From an optimization exercise on the open Yosys and OpenROAD flow, aimed at small area; shortcuts taken in it are not production practice. Function was checked by simulation only, so behaviour that the tests miss may differ from the original. No driver is modelled on the clock port, so clocking that relies on it looks cheaper here than on a real chip. Power is estimated from default activity; no workload was simulated.

## flow/design.v (module list and top-level ports; edited modules follow where they fit)
// module can_register: 18 lines
// module can_register_asyn: 23 lines
// module can_register_syn: 23 lines
// module can_register_asyn_syn: 27 lines
// module can_crc: 25 lines
// module can_ibo: 16 lines
// module can_acf: 219 lines
// module can_fifo: 173 lines
// module can_btl: 238 lines
// module can_bsp: 1435 lines
// module can_registers: 738 lines
// module can_top: 391 lines
module can_top
( 
    wb_rst_i,
    wb_dat_i,
    wb_dat_o,
    wb_cyc_i,
    wb_stb_i,
    wb_we_i,
    wb_adr_i,
    wb_ack_o,
  clk_i,
  rx_i,
  tx_o,
  bus_off_on,
  irq_on,
  clkout_o
);
  // ...
==> flow/run.sh <==
#!/bin/bash
# synth_recipe.tcl (not shown) runs the flow's synth.tcl, then flattens the netlist and writes it again
# the make line also repeats each setting of config.mk as NAME=value (left out here)
make -C /OpenROAD-flow-scripts/flow DESIGN_CONFIG=/design/flow/config.mk WORK_HOME=/design/flow/orfs CLKGATE_MAP_FILE= SYNTH_SCRIPT=/design/flow/synth_recipe.tcl finish
==> flow/config.mk <==
export PLATFORM = sky130hd
export DESIGN_NAME = can_top
export DESIGN_NICKNAME = can_top
export VERILOG_FILES = /design/flow/design.v
export SDC_FILE = /design/flow/constraint.sdc
export NUM_CORES = 4
export LEC_CHECK = 0
export CAP_MARGIN = 20
export CORE_MARGIN = 2
export CORE_UTILIZATION = 40
export PLACE_DENSITY = 0.6
export SLEW_MARGIN = 20
==> flow/constraint.sdc <==
create_clock -name core_clock -period 10.0 [get_ports {clk_i}]
set_input_delay 2.0000 -clock core_clock [delete_from_list [all_inputs] [get_ports {clk_i}]]
set_output_delay 2.0000 -clock core_clock [all_outputs]
set_load 0.01 [all_outputs]
==> run summary, run 1 <==
- **P_clk** 5.98 mW
- **Largest Pwr Group** sequential cells
- **met3 WL** 14,740 um
- **post-route cell area** 0.07567 sq mm
- **final estimated routing congestion in global placement** 1.036
- **highest-count cells in the layout ignoring fill and taps** 1,072 x sky130_fd_sc_hd__edfxtp_1, 423 x sky130_fd_sc_hd__nor2_1, 405 x sky130_fd_sc_hd__nand2_1
- **commonest non-fill, non-tap cell in the layout** sky130_fd_sc_hd__edfxtp_1
- **top fanout value on the critical path** 65
- **Worst path max stage delay** 900 ps
- **Worst Tran Pin Value** 1212 ps
- **met3 capacity usage during global routing** 3.957%
- **area used by multi-input combinational logic** 0.02439 sq mm
- **maximum clock insertion buffer count** 3
- **# Taps** 2,204
- **maximum resistive drop on vdd** 0.0001956 V
- **maximum clock frequency** 0.1684 GHz
- **number of flops mapped to enable cells by yosys** 1,072
- **share of cell area taken by flip-flops and latches** 55.03%
- **DIE AREA** 0.1718 sq mm
- **origin of the worst min-delay path** cs_ack1$_DFF_P_
- **clk cell area share** 7.087%
- **outcome** complete, no violations
- **total of clock buffers placed in the layout** 215
- **sequential group power** 6.50 mW
- **die boundary width** 414.5 um
- **area fraction in compound gates after synthesis** 8.260%
- **start of the worst register-to-register path** i_can_bsp.i_can_fifo.rd_info_pointer[0]$_DFFE_PP0P_
- **CTS Buf Count** 155
- **antenna fix cells** 0
- **DRC viols** 0
- **maximum number of pins on one net before global-route repair** 163
- **vias** 43,160
- **Tcrit/Tclk final** 59.40%
- **number of distinct library cells after synthesis** 100
- **main combinational cell family by area after synthesis** multiplexers
- **fraction of post-synthesis cell area in the top cell type by area** 47.75%
- **Syn Std Cell Area** 0.06742 sq mm
- **met1 Resource Use GR** 32.52%
- **CTS resizes** 0
- **number of setup buffers added after CTS** 0
- **number of max-slew violations in the final report** 0
- **path type of the worst setup path** primary input to flip-flop
- **floorplan row count** 150
- **portion of total power attributed to the clock network** 46.3%
==> module can_fifo, before the edit <==
module can_fifo
( 
  clk,
  rst,
  wr,
  data_in,
  addr,
  data_out,
  fifo_selected,
  reset_mode,
  release_buffer,
  extended_mode,
  overrun,
  info_empty,
  info_cnt
);
parameter Tp = 1;
input         clk;
input         rst;
input         wr;
input   [7:0] data_in;
input   [5:0] addr;
input         reset_mode;
input         release_buffer;
input         extended_mode;
input         fifo_selected;
output  [7:0] data_out;
output        overrun;
output        info_empty;
output  [6:0] info_cnt;
  reg     [7:0] fifo [0:63];
  reg     [3:0] length_fifo[0:63];
  reg           overrun_info[0:63];
reg     [5:0] rd_pointer;
reg     [5:0] wr_pointer;
reg     [5:0] read_address;
reg     [5:0] wr_info_pointer;
reg     [5:0] rd_info_pointer;
reg           wr_q;
reg     [3:0] len_cnt;
reg     [6:0] fifo_cnt;
reg     [6:0] info_cnt;
reg           latch_overrun;
reg           initialize_memories;
wire    [3:0] length_info;
wire          write_length_info;
wire          fifo_empty;
wire          fifo_full;
wire          info_full;
assign write_length_info = (~wr) & wr_q;
always @ (posedge clk or posedge rst)
begin
  if (rst)
    wr_q <= 1'b0;
  else if (reset_mode)
    wr_q <= 1'b0;
  else
    wr_q <= wr;
end
always @ (posedge clk or posedge rst)
begin
  if (rst)
    len_cnt <= 4'h0;
  else if (reset_mode | write_length_info)
    len_cnt <= 4'h0;
  else if (wr & (~fifo_full))
    len_cnt <= len_cnt + 1'b1;
end
always @ (posedge clk or posedge rst)
begin
  if (rst)
    wr_info_pointer <= 6'h0;
  else if (write_length_info & (~info_full) | initialize_memories)
    wr_info_pointer <= wr_info_pointer + 1'b1;
  else if (reset_mode)
    wr_info_pointer <= rd_info_pointer;
end
always @ (posedge clk or posedge rst)
begin
  if (rst)
    rd_info_pointer <= 6'h0;
  else if (release_buffer & (~info_full))
    rd_info_pointer <= rd_info_pointer + 1'b1;
end
always @ (posedge clk or posedge rst)
begin
  if (rst)
    rd_pointer <= 5'h0;
  else if (release_buffer & (~fifo_empty))
    rd_pointer <= rd_pointer + {2'h0, length_info};
end
always @ (posedge clk or posedge rst)
begin
  if (rst)
    wr_pointer <= 5'h0;
  else if (reset_mode)
    wr_pointer <= rd_pointer;
  else if (wr & (~fifo_full))
    wr_pointer <= wr_pointer + 1'b1;
end
always @ (posedge clk or posedge rst)
begin
  if (rst)
    latch_overrun <= 1'b0;
  else if (reset_mode | write_length_info)
    latch_overrun <= 1'b0;
  else if (wr & fifo_full)
    latch_overrun <= 1'b1;
end
always @ (posedge clk or posedge rst)
begin
  if (rst)
    fifo_cnt <= 7'h0;
  else if (reset_mode)
    fifo_cnt <= 7'h0;
  else if (wr & (~release_buffer) & (~fifo_full))
    fifo_cnt <= fifo_cnt + 1'b1;
  else if ((~wr) & release_buffer & (~fifo_empty))
    fifo_cnt <= fifo_cnt - {3'h0, length_info};
  else if (wr & release_buffer & (~fifo_full) & (~fifo_empty))
    fifo_cnt <= fifo_cnt - {3'h0, length_info} + 1'b1;
end
assign fifo_full = fifo_cnt == 7'd64;
assign fifo_empty = fifo_cnt == 7'd0;
always @ (posedge clk or posedge rst)
begin
  if (rst)
    info_cnt <= 7'h0;
  else if (reset_mode)
    info_cnt <= 7'h0;
  else if (write_length_info ^ release_buffer)
    begin
      if (release_buffer & (~info_empty))
        info_cnt <= info_cnt - 1'b1;
      else if (write_length_info & (~info_full))
        info_cnt <= info_cnt + 1'b1;
    end
end
assign info_full = info_cnt == 7'd64;
assign info_empty = info_cnt == 7'd0;
always @ (extended_mode or rd_pointer or addr)
begin
  if (extended_mode)       
    read_address = rd_pointer + (addr - 6'd16);
  else                     
    read_address = rd_pointer + (addr - 6'd20);
end
always @ (posedge clk or posedge rst)
begin
  if (rst)
    initialize_memories <= 1'b1;
  else if (&wr_info_pointer)
    initialize_memories <= 1'b0;
end
  always @ (posedge clk)
  begin
    if (wr & (~fifo_full))
      fifo[wr_pointer] <= data_in;
  end
  assign data_out = fifo[read_address];
  always @ (posedge clk)
  begin
    if (write_length_info & (~info_full) | initialize_memories)
      length_fifo[wr_info_pointer] <= len_cnt & {4{~initialize_memories}};
  end
  assign length_info = length_fifo[rd_info_pointer];
  always @ (posedge clk)
  begin
    if (write_length_info & (~info_full) | initialize_memories)
      overrun_info[wr_info_pointer] <= (latch_overrun | (wr & fifo_full)) & (~initialize_memories);
  end
  assign overrun = overrun_info[rd_info_pointer];
endmodule
==> run 2, diff against run 1 <==
--- a/flow/design.v
+++ b/flow/design.v
@@ -517,5 +517,14 @@
       fifo[wr_pointer] <= data_in;
   end
-  assign data_out = fifo[read_address];
+  wire   [63:0] rd_sel = 64'h1 << read_address;
+  reg     [7:0] data_out_r;
+  integer       ri;
+  always @*
+  begin
+    data_out_r = 8'h0;
+    for (ri = 0; ri < 64; ri = ri + 1)
+      data_out_r = data_out_r | (fifo[ri] & {8{rd_sel[ri]}});
+  end
+  assign data_out = data_out_r;
   always @ (posedge clk)
   begin
@@ -523,5 +532,14 @@
       length_fifo[wr_info_pointer] <= len_cnt & {4{~initialize_memories}};
   end
-  assign length_info = length_fifo[rd_info_pointer];
+  wire   [63:0] info_sel = 64'h1 << rd_info_pointer;
+  reg     [4:0] info_out_r;
+  integer       ii;
+  always @*
+  begin
+    info_out_r = 5'h0;
+    for (ii = 0; ii < 64; ii = ii + 1)
+      info_out_r = info_out_r | ({overrun_info[ii], length_fifo[ii]} & {5{info_sel[ii]}});
+  end
+  assign length_info = info_out_r[3:0];
   always @ (posedge clk)
   begin
@@ -529,5 +547,5 @@
       overrun_info[wr_info_pointer] <= (latch_overrun | (wr & fifo_full)) & (~initialize_memories);
   end
-  assign overrun = overrun_info[rd_info_pointer];
+  assign overrun = info_out_r[4];
 endmodule
 `timescale 1ns/10ps
--- a/flow/config.mk
+++ b/flow/config.mk
@@ -9,4 +9,7 @@
 export CORE_MARGIN = 2
 export CORE_UTILIZATION = 40
+export CTS_BUF_LIST = sky130_fd_sc_hd__clkbuf_16
+export CTS_CLUSTER_DIAMETER = 120
+export CTS_CLUSTER_SIZE = 22
 export PLACE_DENSITY = 0.6
 export SLEW_MARGIN = 20
==> run summary, run 2 <==
- **number of distinct library cells after synthesis** 96, -4.0%
- **largest registers** i_can_bsp.i_can_fifo.fifo x512, i_can_bsp.i_can_fifo.length_fifo x256
- **Internal Power** 8.066 mW
- **total iterations of the first detailed-routing run** 9
- **top post-synthesis cells by area** sky130_fd_sc_hd__edfxtp_1 48%, sky130_fd_sc_hd__dfrtp_1 12%, sky130_fd_sc_hd__nor2_1 3.0%, sky130_fd_sc_hd__nand2_1 2.4%, sky130_fd_sc_hd__ha_1 2.4%
- **Final Hold Vio Count** 0
- **CTS Buf Count** 76, -51%
- **leak pwr** 25.35 nW
- **Maximum Capacitance Violations** 0
- **vias** 50,200, +16%
- **leading cell type by number of instances after synthesis** sky130_fd_sc_hd__edfxtp_1
- **number of flops mapped to enable cells by yosys** 1,072, unchanged
- **Worst path max stage delay** 1180 ps, +280 ps
- **final estimated routing congestion in global placement** 1.057, +2.0%
- **share of synthesized area occupied by flip-flops and latches** 61.70%
- **ys async rst share** 24.50%
- **commonest non-fill, non-tap cell in the layout** sky130_fd_sc_hd__edfxtp_1
- **Clock Tree Root** sky130_fd_sc_hd__clkbuf_16
- **Worst Tran Pin Value** 1215 ps, +2.598 ps
- **net count of the mapped netlist** 5,665
- **crit path launch type** primary input
- **highest-count cells in the layout ignoring fill and taps** 1,072 x sky130_fd_sc_hd__edfxtp_1, 518 x sky130_fd_sc_hd__nor2_1, 438 x sky130_fd_sc_hd__nand2_1
- **Tcrit/Tclk final** 82.60%, +23 points
- **number of flip-flops under the largest register name** 512
- **cells along the critical path** clkdlybuf4s50_1 -> clkinv_1 -> ha_1 -> inv_1 -> ha_1 -> a21oi_1 -> a21oi_1 -> or4_2 -> nand2_1 -> nor2_1 -> a221oi_1 -> a21oi_1 -> nor4_1 -> a31oi_1
- **endpoint arrival time on the critical path** 8740 ps
- **top fanout value on the critical path** 27, -58%
- **maximum resistive drop on vdd** 0.0001485 V, -24%
- **class of the tightest hold or removal check** flip-flop to flip-flop
- **cell accounting for the most synthesized area** sky130_fd_sc_hd__edfxtp_1
- **HPWL reported at the end of detailed placement** 179,400 um
- **effective utilization at floorplan** 40.30%
- **first-pass GRT wire length** 363,300 um
- **Port-buffer cells** 33
- **die boundary width** 414.7 um, about the same
- **largest reg by FF count** i_can_bsp.i_can_fifo.fifo
- **detailed-route wire length per cell** 33.34 um
- **unrepaired setup endpoints after global routing** false
- **total track usage** 29.16%
- **Die H** 414.7 um
- **pwr dens** 144.7 mW/mm^2
- **DIE AREA** 0.1720 sq mm, about the same
- **aggregate global routing overflow** 0
- **layout net count** 5,621
- **sequential fraction of design power** 61.7%
- **leading post-synthesis cells by instance count** 1,072 x sky130_fd_sc_hd__edfxtp_1, 548 x sky130_fd_sc_hd__nor2_1, 438 x sky130_fd_sc_hd__nand2_1, 336 x sky130_fd_sc_hd__dfrtp_1, 250 x sky130_fd_sc_hd__clkbuf_1
- **Most used DFF post-synth** sky130_fd_sc_hd__edfxtp_1
- **vias in the first global route** 47,490
- **via density per instance** 6.494
- **number of antenna violations at the first check in global routing** 11
- **path type of the worst setup path** primary input to flip-flop
- **worst clock skew on the final layout** 83.55 ps
- **clock tree from TritonCTS** built
- **Worst slew margin** 18.73%
- **synthesis warning total** 17
- **shortest period the worst path allows** 8260 ps
- **clock latency (worst-skew pair)** 760 ps
- **cell family contributing the most delay on the critical path** simple AND/OR/NAND/NOR gates
- **Worst-path clk slew** 110 ps
- **Post-Route WL** 257,700 um
- **switching power as a share of total power** 23.88%
- **Comb pwr share** 5.3%
- **fraction of post-synthesis cell area in the top cell type by area** 47.71%, about the same
- **outcome** complete, no violations
- **number of setup buffers added after CTS** 0, unchanged
- **Post-DRT Antenna Nets** 0
- **hold_buf cts** 0
- **maximum number of pins on one net before global-route repair** 134, -18%
- **CTS resizes** 0, unchanged
- **number of max-slew violations in the final report** 0, unchanged
- **Power, Total** 10.60 mW
- **Avg Synthesized Cell Area** 12.26 sq um
- **critical path endpoint category** flip-flop
- **drt initial violations** 8,061
- **library cell contributing the largest single delay on the critical path** sky130_fd_sc_hd__clkdlybuf4s50_1
- **portion of total power attributed to the clock network** 32.9%, -13 points
- **ratio of cells with drive above 1 in the final layout** 9.850%
- **maximum clock frequency** 0.1211 GHz, -28%
- **post-synthesis instance total** 5,503
- **Syn Std Cell Area** 0.06747 sq mm, about the same
- **sum of buffers and inverters on the critical path** 3
- **Max H-tree Level** 3
- **total of endpoints with negative setup slack in the final report** 0
- **critical path's most frequent cell** sky130_fd_sc_hd__a21oi_1
- **floorplan row count** 150, unchanged
- **maximum clock insertion buffer count** 3, unchanged
- **DRC viols** 0, unchanged
- **Layout area overhead** 8.527%
- **Core ar.** 0.1674 sq mm
- **total negative slack for setup checks** 0 ps
- **number of synthesized register bits** 1,453
- **net switching power of the design** 2.531 mW
- **required time at the endpoint of the critical path** 10,480 ps
- **number of sinks on the clock net** 1,453
- **Top-Level Pins** 35
==> run 2: cell count changes in the layout (fill, tap and decap cells not counted), sizes merged, moves of 50 or more <==
cell,change
nor3,+50
mux4,-237
a221oi,+58
nor2,+122
o21ai,+61
buf,+55
a22oi,+139
a21oi,+62
inv,+58
clkbuf,-140
nand3,+76
==> run 2: cell families after synthesis <==
logic type      Yosys count  synth area share, %
simple gates           1739                12.21
flops                  1453                61.70
compound gates         1239                12.71
buf+inv                 432                2.452
mux                     274                5.300
xor+xnor                225                2.932
fa+ha+maj               140                2.696
other cells               1             0.005558
==> run 2: path summary, 6_finish.rpt <==
check                                                                from                                      to  slack [ps]  cells past startpoint
max in group asynchronous                                        wb_rst_i     i_can_bsp.tx_pointer[1]$_DFFE_PP0P_        6700                      4
min in group asynchronous                                        wb_rst_i  i_can_bsp.bit_stuff_cnt[1]$_DFFE_PP0P_        1830                      3
setup / recovery                                              wb_adr_i[3]                   data_out[3]$_DFFE_PP_        1740                     14
hold reg to reg                                           cs_ack1$_DFF_P_                         cs_ack2$_DFF_P_         330                      0
hold / removal                                            cs_ack1$_DFF_P_                         cs_ack2$_DFF_P_         330                      0
setup reg to reg           i_can_bsp.i_can_fifo.rd_pointer[2]$_DFFE_PP0P_                   data_out[3]$_DFFE_PP_        4030                     13
==> run 2: per-stage QoR <==
step	utilization (%)	cell area, sq um	instances	setup WS (ps)	hold WS (ps)
after floorplan	-	67470	5503	3246	309.6
after global placement	42.33	70860	7584	1415	317.0
final	43.74	73220	7730	1740	333.0
after detailed placement	42.34	70890	7584	1279	317.5
after global routing	43.73	73210	7727	1686	342.8
after CTS	43.71	73180	7726	2101	332.5
==> run 2: power groups by stage <==
stage,Clock [mW],Combinational (mW),Sequential (mW)
6_report,3.49,0.565,6.54
5_1_grt,3.73,0.602,6.55
4_1_cts,3.54,0.551,6.54
3_5_place_dp,0,0.549,6.67
3_3_place_gp,0,0.540,6.67
2_1_floorplan,0,0.345,6.63
==> run 2: area by class of cell <==
class	instances	area [sq um]
flip-flops and latches	1453	41630
clock buffers	76	1902
diodes	3	7.507
fillers	15330	94190
clock inverters	66	389.1
well taps	2204	2758
multi-input cells	3618	24550
repair buffers	183	1501
inverters	127	480.5
==> run 2: routing by layer <==
metal | global-route usage [%] | vias to the layer above | part of all wire [%] | wire [um]
met2 | 44.78 | 3285 | 44 | 114500
met5 | 0 | - | 0.030 | 78
met3 | 5.620 | 695 | 10 | 26330
li1 | - | 20890 | - | -
met1 | 39.40 | 25320 | 39 | 101200
met4 | 15.01 | 12 | 6.1 | 15610
==> run 3, diff against run 2 <==
--- a/flow/design.v
+++ b/flow/design.v
@@ -517,14 +517,5 @@
       fifo[wr_pointer] <= data_in;
   end
-  wire   [63:0] rd_sel = 64'h1 << read_address;
-  reg     [7:0] data_out_r;
-  integer       ri;
-  always @*
-  begin
-    data_out_r = 8'h0;
-    for (ri = 0; ri < 64; ri = ri + 1)
-      data_out_r = data_out_r | (fifo[ri] & {8{rd_sel[ri]}});
-  end
-  assign data_out = data_out_r;
+  assign data_out = fifo[read_address];
   always @ (posedge clk)
   begin
@@ -532,14 +523,5 @@
       length_fifo[wr_info_pointer] <= len_cnt & {4{~initialize_memories}};
   end
-  wire   [63:0] info_sel = 64'h1 << rd_info_pointer;
-  reg     [4:0] info_out_r;
-  integer       ii;
-  always @*
-  begin
-    info_out_r = 5'h0;
-    for (ii = 0; ii < 64; ii = ii + 1)
-      info_out_r = info_out_r | ({overrun_info[ii], length_fifo[ii]} & {5{info_sel[ii]}});
-  end
-  assign length_info = info_out_r[3:0];
+  assign length_info = length_fifo[rd_info_pointer];
   always @ (posedge clk)
   begin
@@ -547,5 +529,5 @@
       overrun_info[wr_info_pointer] <= (latch_overrun | (wr & fifo_full)) & (~initialize_memories);
   end
-  assign overrun = info_out_r[4];
+  assign overrun = overrun_info[rd_info_pointer];
 endmodule
 `timescale 1ns/10ps
==> flow/flow/run.sh (new file) <==
#!/bin/bash
# Own layout flow: the standard flow, with clock tree synthesis run without
# dummy loads and with larger sink clusters, and a power-recovery resizing pass
# (downsizing gates off the critical path) after CTS.
set -euo pipefail
WORK=$(pwd)
export CTS_ARGS="-sink_clustering_enable -repair_clock_nets -dont_use_dummy_load -buf_list sky130_fd_sc_hd__clkbuf_16 -sink_clustering_size 22 -sink_clustering_max_diameter 120"
export POST_CTS_TCL="$WORK/flow/post_cts.tcl"
bash standard.sh > "$WORK/standard_flow.log" 2>&1
test -f "$WORK/out/final.def"
==> flow/flow/post_cts.tcl (new file) <==
# Downsize gates that have timing slack, then re-legalize the placement.
puts "post_cts: area before recover_power [rsz::design_area]"
repair_timing -recover_power 100
detailed_placement
check_placement -verbose
puts "post_cts: area after recover_power [rsz::design_area]"
==> flow/standard.sh (new file) <==
#!/bin/bash
# synth_recipe.tcl (not shown) runs the flow's synth.tcl, then flattens the netlist and writes it again
# the make line also repeats each setting of config.mk as NAME=value (left out here)
make -C /OpenROAD-flow-scripts/flow DESIGN_CONFIG=/design/flow/config.mk WORK_HOME=/design/flow/orfs CLKGATE_MAP_FILE= SYNTH_SCRIPT=/design/flow/synth_recipe.tcl "${@:-finish}"
--- a/flow/config.mk
+++ b/flow/config.mk
@@ -9,7 +9,4 @@
 export CORE_MARGIN = 2
 export CORE_UTILIZATION = 40
-export CTS_BUF_LIST = sky130_fd_sc_hd__clkbuf_16
-export CTS_CLUSTER_DIAMETER = 120
-export CTS_CLUSTER_SIZE = 22
 export PLACE_DENSITY = 0.6
 export SLEW_MARGIN = 20
removed: flow/run.sh
==> run summary, run 3 <==
- **outcome** complete, no violations
- **die boundary width** 414.5 um, about the same
- **endpoint of the lowest-slack register-to-register path** i_can_bsp.i_can_fifo.fifo_cnt[4]$_DFFE_PP0P_
- **first-pass GRT wire length** 295,300 um, -19%
- **floorplan row count** 150, unchanged
- **flop-to-flop setup slack** 3930 ps, -100 ps
- **unrepaired setup endpoints after global routing** false
- **Die H** 414.5 um, about the same
- **vias** 42,660, -15%
- **final estimated routing congestion in global placement** 1.036, -2.0%
- **Syn Std Cell Area** 0.06742 sq mm, about the same
- **sequential fraction of design power** 63.7%, +2.0 points
- **number of max-slew violations in the final report** 0, unchanged
- **shortest period the worst path allows** 6189 ps, -2071 ps
- **area used by multi-input combinational logic** 0.02428 sq mm, -1.1%
- **Power, Total** 10.18 mW, -3.9%
- **depth of the most critical reg-to-reg path** 14, +1
- **aggregate global routing overflow** 0, unchanged
- **Tcrit/Tclk final** 61.89%, -21 points
- **top fanout value on the critical path** 36, +33%
- **Layout area overhead** 7.544%
- **maximum clock frequency** 0.1616 GHz, +33%
- **Post-DRT Antenna Nets** 0, unchanged
- **switching power as a share of total power** 21.77%, -2.1 points
- **Post-Route WL** 202,200 um, -22%
- **worst setup path endpoint** data_out[4]$_DFFE_PP_
- **layout net count** 4,962, -12%
- **clock tree from TritonCTS** built
- **total negative slack for setup checks** 0 ps, unchanged
- **ratio of cells with drive above 1 in the final layout** 13.72%, +3.9 points
- **Reg area** 0.04164 sq mm, about the same
- **path type of the worst setup path** primary input to flip-flop
- **net switching power of the design** 2.217 mW, -12%
- **effective utilization at floorplan** 40.32%, about the same
- **Internal Power** 7.967 mW, -1.2%
- **Port-buffer cells** 33, unchanged
- **number of synthesized register bits** 1,453, unchanged
- **Final Hold Vio Count** 0, unchanged
- **commonest non-fill, non-tap cell in the layout** sky130_fd_sc_hd__edfxtp_1
- **total track usage** 23.14%, -6.0 points
- **Worst Tran Pin Value** 1239 ps, +24.76 ps
- **leak pwr** 22.30 nW, -12%
- **number of sinks on the clock net** 1,453, unchanged
- **pwr dens** 140.5 mW/mm^2, -2.9%
- **start of the worst register-to-register path** i_can_bsp.i_can_fifo.rd_info_pointer[0]$_DFFE_PP0P_
- **post-synthesis instance total** 4,862, -12%
- **Core ar.** 0.1672 sq mm, -0.11%
- **net count of the mapped netlist** 5,019, -11%
- **DIE AREA** 0.1718 sq mm, about the same
- **library cell contributing the largest single delay on the critical path** sky130_fd_sc_hd__dlygate4sd3_1
- **portion of total power attributed to the clock network** 32.0%, -0.9 points
- **total iterations of the first detailed-routing run** 6, -3
- **final-layout fill cell count** 14,930, -2.6%
- **maximum resistive drop on vdd** 0.0001268 V, -15%
- **critical path endpoint category** flip-flop
- **synthesis warning total** 17, unchanged
- **number of flops mapped to enable cells by yosys** 1,072, unchanged
- **largest registers** i_can_bsp.i_can_fifo.fifo x512, i_can_bsp.i_can_fifo.length_fifo x256
- **number of distinct library cells after synthesis** 100, +4.2%
- **class of the tightest hold or removal check** flip-flop to flip-flop
- **total of endpoints with negative setup slack in the final report** 0, unchanged
- **fraction of post-synthesis cell area in the top cell type by area** 47.75%, about the same
- **HPWL reported at the end of detailed placement** 139,200 um, -22%
- **crit path from** wb_adr_i[2]
- **crit path launch type** primary input
- **vias in the first global route** 41,410, -13%
- **leading cell type by number of instances after synthesis** sky130_fd_sc_hd__edfxtp_1
- **sum of buffers and inverters on the critical path** 5, +2
- **clock latency (worst-skew pair)** 740 ps, -20 ps
- **final core utilization** 43.36%, -0.38 points
- **Avg Synthesized Cell Area** 13.87 sq um, +13%
- **Comb pwr share** 4.3%, -1.0 points
- **via density per instance** 6.084, -6.3%
- **Top-Level Pins** 35, unchanged
- **share of synthesized area occupied by flip-flops and latches** 61.74%, about the same
- **Worst-path clk slew** 90 ps, -20 ps
- **top post-synthesis cells by area** sky130_fd_sc_hd__edfxtp_1 48%, sky130_fd_sc_hd__dfrtp_1 12%, sky130_fd_sc_hd__mux4_2 9.8%, sky130_fd_sc_hd__nor2_1 2.4%, sky130_fd_sc_hd__ha_1 2.3%
- **DRC viols** 0, unchanged
- **Worst path max stage delay** 1040 ps, -140 ps
- **required time at the endpoint of the critical path** 10,440 ps, -40 ps
- **worst clock skew on the final layout** 105.6 ps, +22.06 ps
- **detailed-route wire length per cell** 28.83 um, -14%
- **number of antenna violations at the first check in global routing** 18, +7
- **maximum number of pins on one net before global-route repair** 163, +22%
- **cell accounting for the most synthesized area** sky130_fd_sc_hd__edfxtp_1
- **Worst slew margin** 17.07%, -1.7 points
- **largest reg by FF count** i_can_bsp.i_can_fifo.fifo
- **cells along the critical path** dlygate4sd3_1 -> inv_1 -> ha_1 -> inv_1 -> fa_1 -> mux2_2 -> clkbuf_4 -> buf_12 -> and2_1 -> a211oi_1 -> a31oi_1 -> a211oi_1 -> a31oi_1 -> mux2_2
- **Most used DFF post-synth** sky130_fd_sc_hd__edfxtp_1
- **critical path depth in cells** 14, unchanged
- **drt initial violations** 5,177, -36%
- **cell family contributing the most delay on the critical path** buffers and inverters
- **number of flip-flops under the largest register name** 512, unchanged
- **final hold slack** 308.4 ps, -24.60 ps
- **highest-count cells in the layout ignoring fill and taps** 1,072 x sky130_fd_sc_hd__edfxtp_1, 424 x sky130_fd_sc_hd__nor2_1, 405 x sky130_fd_sc_hd__nand2_1
- **endpoint arrival time on the critical path** 6630 ps, -2110 ps
- **ys async rst share** 24.50%, unchanged
- **leading post-synthesis cells by instance count** 1,072 x sky130_fd_sc_hd__edfxtp_1, 425 x sky130_fd_sc_hd__nor2_1, 405 x sky130_fd_sc_hd__nand2_1, 336 x sky130_fd_sc_hd__dfrtp_1, 292 x sky130_fd_sc_hd__mux4_2
- **Maximum Capacitance Violations** 0, unchanged
run 3: cell types whose count changed in the layout (fill, tap and decap cells not counted), moves of 60 or more:
cell and change:
sky130_fd_sc_hd__nor2_1 -94, sky130_fd_sc_hd__mux4_2 +237, sky130_fd_sc_hd__buf_4 -106, sky130_fd_sc_hd__a22oi_1 -139
sky130_fd_sc_hd__nand3_1 -76, sky130_fd_sc_hd__inv_1 -60, sky130_fd_sc_hd__o21ai_0 -62
run 3: routing by layer:
| metal | part of all wire [%] | track usage [%] | wire, um | vias up |
|---|---|---|---|---|
| met5 | 0.046 | 0 | 93 | - |
| met4 | 3.9 | 8.034 | 7943 | 14 |
| met3 | 7.0 | 3.379 | 14210 | 383 |
| met2 | 47 | 36.96 | 94680 | 1793 |
| met1 | 42 | 32.37 | 85250 | 22070 |
| li1 | - | - | - | 18400 |
run 3: worst min path at each step:
stage                    start               to  slack, ps  cells past startpoint
3_3_place_gp   cs_ack1$_DFF_P_  cs_ack2$_DFF_P_        320                      0
5_1_grt        cs_ack1$_DFF_P_  cs_ack2$_DFF_P_        330                      0
3_5_place_dp   cs_ack1$_DFF_P_  cs_ack2$_DFF_P_        320                      0
2_1_floorplan  cs_ack1$_DFF_P_  cs_ack2$_DFF_P_        310                      0
6_report       cs_ack1$_DFF_P_  cs_ack2$_DFF_P_        310                      0
run 3: cell type report:
class / count / share of cell area, %
Antenna cell: 5 / 0.01726
Timing Repair Buffer: 148 / 1.969
Tap cell: 2204 / 3.803
Inverter: 121 / 0.6316
Sequential cell: 1453 / 57.43
Clock buffer: 77 / 2.658
Multi-Input combinational cell: 3004 / 33.49
run 3: power groups by stage:
stage	registers [mW]	clock network, mW	logic (mW)
after global placement	6.62	0	0.424
after floorplan	6.59	0	0.279
after detailed placement	6.62	0	0.429
final	6.49	3.26	0.440
after global routing	6.49	3.52	0.473
run 3: kinds of logic after synthesis:
group                    Yosys count  synth area share (%)
XOR/XNOR                         221                 2.882
adder cells (fa/ha/maj)          135                 2.606
buffers and inverters            405                 2.437
other                              1              0.005562
flip-flops                      1453                 61.74
AO/OA/AOI/OAI                    823                 8.260
multiplexers                     469                 12.59
AND/OR/NAND/NOR                 1355                 9.482
run 3: per-stage QoR:
step                cells  area, sq um  setup slack [ps]
detailed placement   6906        70290              3278
finish               7012        72500              3811
global route         7007        72490              3500
floorplan            4862        67420              3246
global placement     6906        70290              3264

-- port drivers added, routing unchanged --
How much do the figures lean on ideal ports? The routed layouts below were timed once more, with nothing changed but the port constraints. Step 1 (the two cells are an assumption about what drives the block):
set clk [get_ports {clk_i}]
set_driving_cell -lib_cell sky130_fd_sc_hd__clkbuf_16 $clk
set_driving_cell -lib_cell sky130_fd_sc_hd__buf_2 [delete_from_list [all_inputs] $clk]
Step 2, shift: input delay + t, output delay - t, t = (earliest + latest rising clock arrival at the registers) / 2. This alone moves slack from input paths to output paths. Three values: ideal, step 1, step 2; two values: the first two.
run	t, ns	setup slack, ns	hold slack, ns	worst setup path after step 2	cell pins on the clock port's net
run 1	0.884	4.060 / 4.031 / 3.147	0.333 / 0.333 / 0.333	input to register	1
run 2	0.811	1.740 / 1.805 / 0.994	0.333 / 0.333 / 0.333	input to register	1
run 3	0.764	3.811 / 3.836 / 3.072	0.308 / 0.308 / 0.308	input to register	1
After both steps every run listed still meets setup and hold. For run 1, which loses most, drivers alone change the setup slack by -0.029 ns; drivers and shift together by -0.913 ns.
